This is an optimization exercise on Yosys and OpenROAD, whose aim is small area, a short achievable clock period and few clock cycles, not a production implementation. The RTL was checked by simulation tests, not by an equivalence proof against the original design. The flow treats the clock pin as an ideal source, which a real chip does not have. Power and IR drop assume default switching activity.

Design day1_2, start of the top module:
module day1_2 (
    input  logic clk,
    input  logic rst,
    input  logic tvalid_rx,
    output logic tready_rx,
    input  logic [7:0] tdata_rx,
    input  logic tlast_rx,
    output logic tvalid_tx,
    input  logic tready_tx,
    output logic [31:0] tdata_tx,
    output logic tlast_tx
);
For scale: about 48 I/O pins.
==> flow/config.mk <==
export PLATFORM = sky130hd
export DESIGN_NAME = day1_2
export DESIGN_NICKNAME = day1_2
export VERILOG_FILES = /design/flow/design.v
export SDC_FILE = /design/flow/constraint.sdc
export NUM_CORES = 4
export LEC_CHECK = 0
export CAP_MARGIN = 20
export CORE_MARGIN = 2
export CORE_UTILIZATION = 40
export SLEW_MARGIN = 20
==> flow/constraint.sdc <==
create_clock -name core_clock -period 10.0 [get_ports {clk}]
set_input_delay 2.0000 -clock core_clock [delete_from_list [all_inputs] [get_ports {clk}]]
set_output_delay 2.0000 -clock core_clock [all_outputs]
set_load 0.01 [all_outputs]
standard.sh (not shown) runs the stock make flow with config.mk's settings and CLKGATE_MAP_FILE= SYNTH_SCRIPT=/design/flow/synth_recipe.tcl, a recipe that flattens the netlist after the stock synthesis.
==> flow/flow/run.sh <==
#!/bin/bash
# Layout flow: the standard synthesis, then its combinational logic re-optimised for area
# with ABC (registers, their names and cell types kept), then the standard layout with
# small port buffers, a two-buffer clock tree (flow/clk2.tcl, run before CTS) and a
# tighter setup target for repair_timing.
set -euo pipefail
R=orfs/results/$FLOW_PLATFORM/day1_2/base
bash standard.sh synth > synth.log 2>&1
cp $R/1_2_yosys.v $R/1_2_yosys.std.v
LIB=$FLOW_HOME/platforms/$FLOW_PLATFORM/lib/sky130_fd_sc_hd__tt_025C_1v80.lib \
IN=$R/1_2_yosys.std.v OUT=$R/1_2_yosys.v yosys -c flow/resyn.tcl > resyn.log 2>&1
rm -f $R/1_synth.odb $R/1_synth.sdc
bash standard.sh BUFFER_PORTS_ARGS="-buffer_cell sky130_fd_sc_hd__buf_1" SETUP_SLACK_MARGIN=7.2 \
  PRE_CTS_TCL=$PWD/flow/clk2.tcl \
  CTS_ARGS="-sink_clustering_enable -repair_clock_nets -dont_use_dummy_load" finish > standard.log 2>&1
==> flow/flow/area.abc <==
strash
&get -n
&deepsyn -J 200 -S 1 -T 600
&put
dc2
dch -f
map -D 1700
topo
Other scripts of this flow, unchanged in this note and not shown: flow/flow/clk2.tcl, flow/flow/resyn.tcl
Testbench counts at the start, summed over its fixed seeds: cycles 33,500.
Edit:
--- a/flow/flow/run.sh
+++ b/flow/flow/run.sh
@@ -2,3 +2,4 @@
 # Layout flow: the standard synthesis, then its combinational logic re-optimised for area
-# with ABC (registers, their names and cell types kept), then the standard layout with
+# with ABC (deepsyn, then mapping at a 1.8 ns target; registers, their names and cell types
+# kept), then the standard layout with
 # small port buffers, a two-buffer clock tree (flow/clk2.tcl, run before CTS) and a
@@ -13,3 +14,3 @@
 bash standard.sh BUFFER_PORTS_ARGS="-buffer_cell sky130_fd_sc_hd__buf_1" SETUP_SLACK_MARGIN=7.2 \
-  PRE_CTS_TCL=$PWD/flow/clk2.tcl \
+  PRE_CTS_TCL=$PWD/flow/clk2.tcl SKIP_REPAIR_TIE_FANOUT=1 \
   CTS_ARGS="-sink_clustering_enable -repair_clock_nets -dont_use_dummy_load" finish > standard.log 2>&1
==> flow/flow/area.abc (replaced) <==
strash
&get -n
&deepsyn -J 200 -S 1 -T 600
&put
dc2
dch -f
map -D 1800
topo
What happened:
- maximum frequency fell by 0.98%
- routed wire length goes down by 4.3%
- first-iteration DRC count went down by 23%
- combinational power decreases by about 1%
- global-route usage falls by 0.45 points
- power is lower by 1.0%
- core utilization came out lower by 0.15 points
- hold slack gets better by 23 ps
- flip-flop and latch count is unchanged
- synthesized cell count fell by 2.6%
Edit:
--- a/flow/flow/run.sh
+++ b/flow/flow/run.sh
@@ -2,4 +2,3 @@
 # Layout flow: the standard synthesis, then its combinational logic re-optimised for area
-# with ABC (deepsyn, then mapping at a 1.8 ns target; registers, their names and cell types
-# kept), then the standard layout with
+# with ABC (registers, their names and cell types kept), then the standard layout with
 # small port buffers, a two-buffer clock tree (flow/clk2.tcl, run before CTS) and a
@@ -14,3 +13,3 @@
 bash standard.sh BUFFER_PORTS_ARGS="-buffer_cell sky130_fd_sc_hd__buf_1" SETUP_SLACK_MARGIN=7.2 \
-  PRE_CTS_TCL=$PWD/flow/clk2.tcl SKIP_REPAIR_TIE_FANOUT=1 \
+  PRE_CTS_TCL=$PWD/flow/clk2.tcl \
   CTS_ARGS="-sink_clustering_enable -repair_clock_nets -dont_use_dummy_load" finish > standard.log 2>&1
The changed run passed the timing, DRC and antenna checks.
Utilization goes up by 0.36 points.
Critical path depth is unchanged.
Die area is unchanged.
Edit:
--- a/flow/flow/run.sh
+++ b/flow/flow/run.sh
@@ -12,3 +12,3 @@
 rm -f $R/1_synth.odb $R/1_synth.sdc
-bash standard.sh BUFFER_PORTS_ARGS="-buffer_cell sky130_fd_sc_hd__buf_1" SETUP_SLACK_MARGIN=7.2 \
+bash standard.sh BUFFER_PORTS_ARGS="-buffer_cell sky130_fd_sc_hd__buf_1" SETUP_SLACK_MARGIN=7.3 \
   PRE_CTS_TCL=$PWD/flow/clk2.tcl \
=> The new run completed without violations. Flip-flop and latch count is unchanged. Total power rose by about 0.37%. Sequential power stays flat. Routed wire length came out lower by 0.60%.
Edit:
--- a/flow/flow/run.sh
+++ b/flow/flow/run.sh
@@ -2,3 +2,4 @@
 # Layout flow: the standard synthesis, then its combinational logic re-optimised for area
-# with ABC (registers, their names and cell types kept), then the standard layout with
+# with ABC (deepsyn, then mapping at a 1.8 ns target; registers, their names and cell types
+# kept), then the standard layout with
 # small port buffers, a two-buffer clock tree (flow/clk2.tcl, run before CTS) and a
@@ -12,3 +13,3 @@
 rm -f $R/1_synth.odb $R/1_synth.sdc
-bash standard.sh BUFFER_PORTS_ARGS="-buffer_cell sky130_fd_sc_hd__buf_1" SETUP_SLACK_MARGIN=7.3 \
+bash standard.sh BUFFER_PORTS_ARGS="-buffer_cell sky130_fd_sc_hd__buf_1" SETUP_SLACK_MARGIN=7.2 \
   PRE_CTS_TCL=$PWD/flow/clk2.tcl \
Effect: Synthesized area is unchanged; synthesized cell count is unchanged; power decreases by 0.37%; first-iteration DRC count increases by 84%; maximum frequency decreases by 1.3%; design area decreases by 2.2%; clock power barely changes; wire length increases by 0.60%.

## separate check: timing with driven ports
The flow's constraints put no driver on any port. The routed layouts listed below were extracted and timed again, unchanged, in two steps.
Step 1, drivers: a clkbuf_16 drives clk and a buf_2 each remaining input, both assumed.
Step 2, shift: input delay + t, output delay - t, t = (earliest + latest rising clock arrival at the registers) / 2. This alone moves slack from input paths to output paths.
Slacks: ideal / step 1 / step 2; pairs: ideal / step 1.
run | t, ns | slack for setup (ns) | worst hold slack (ns) | latest minus earliest clock arrival (ns) | slew at the worst register clock pin (ns)
the first run | 0.198 | 7.314 / 7.268 / 7.393 | 0.408 / 0.408 / 0.408 | 0.011 / 0.011 | 0.09 / 0.09
the second run | 0.197 | 7.287 / 7.242 / 7.388 | 0.431 / 0.431 / 0.431 | 0.007 / 0.006 | 0.09 / 0.09
the third run | 0.199 | 7.295 / 7.247 / 7.396 | 0.411 / 0.411 / 0.411 | 0.008 / 0.008 | 0.09 / 0.09
the fourth run | 0.200 | 7.331 / 7.283 / 7.483 | 0.413 / 0.413 / 0.413 | 0.009 / 0.009 | 0.09 / 0.09
the fifth run | 0.199 | 7.295 / 7.247 / 7.396 | 0.411 / 0.411 / 0.411 | 0.008 / 0.008 | 0.09 / 0.09
After both steps every run listed still meets setup and hold.
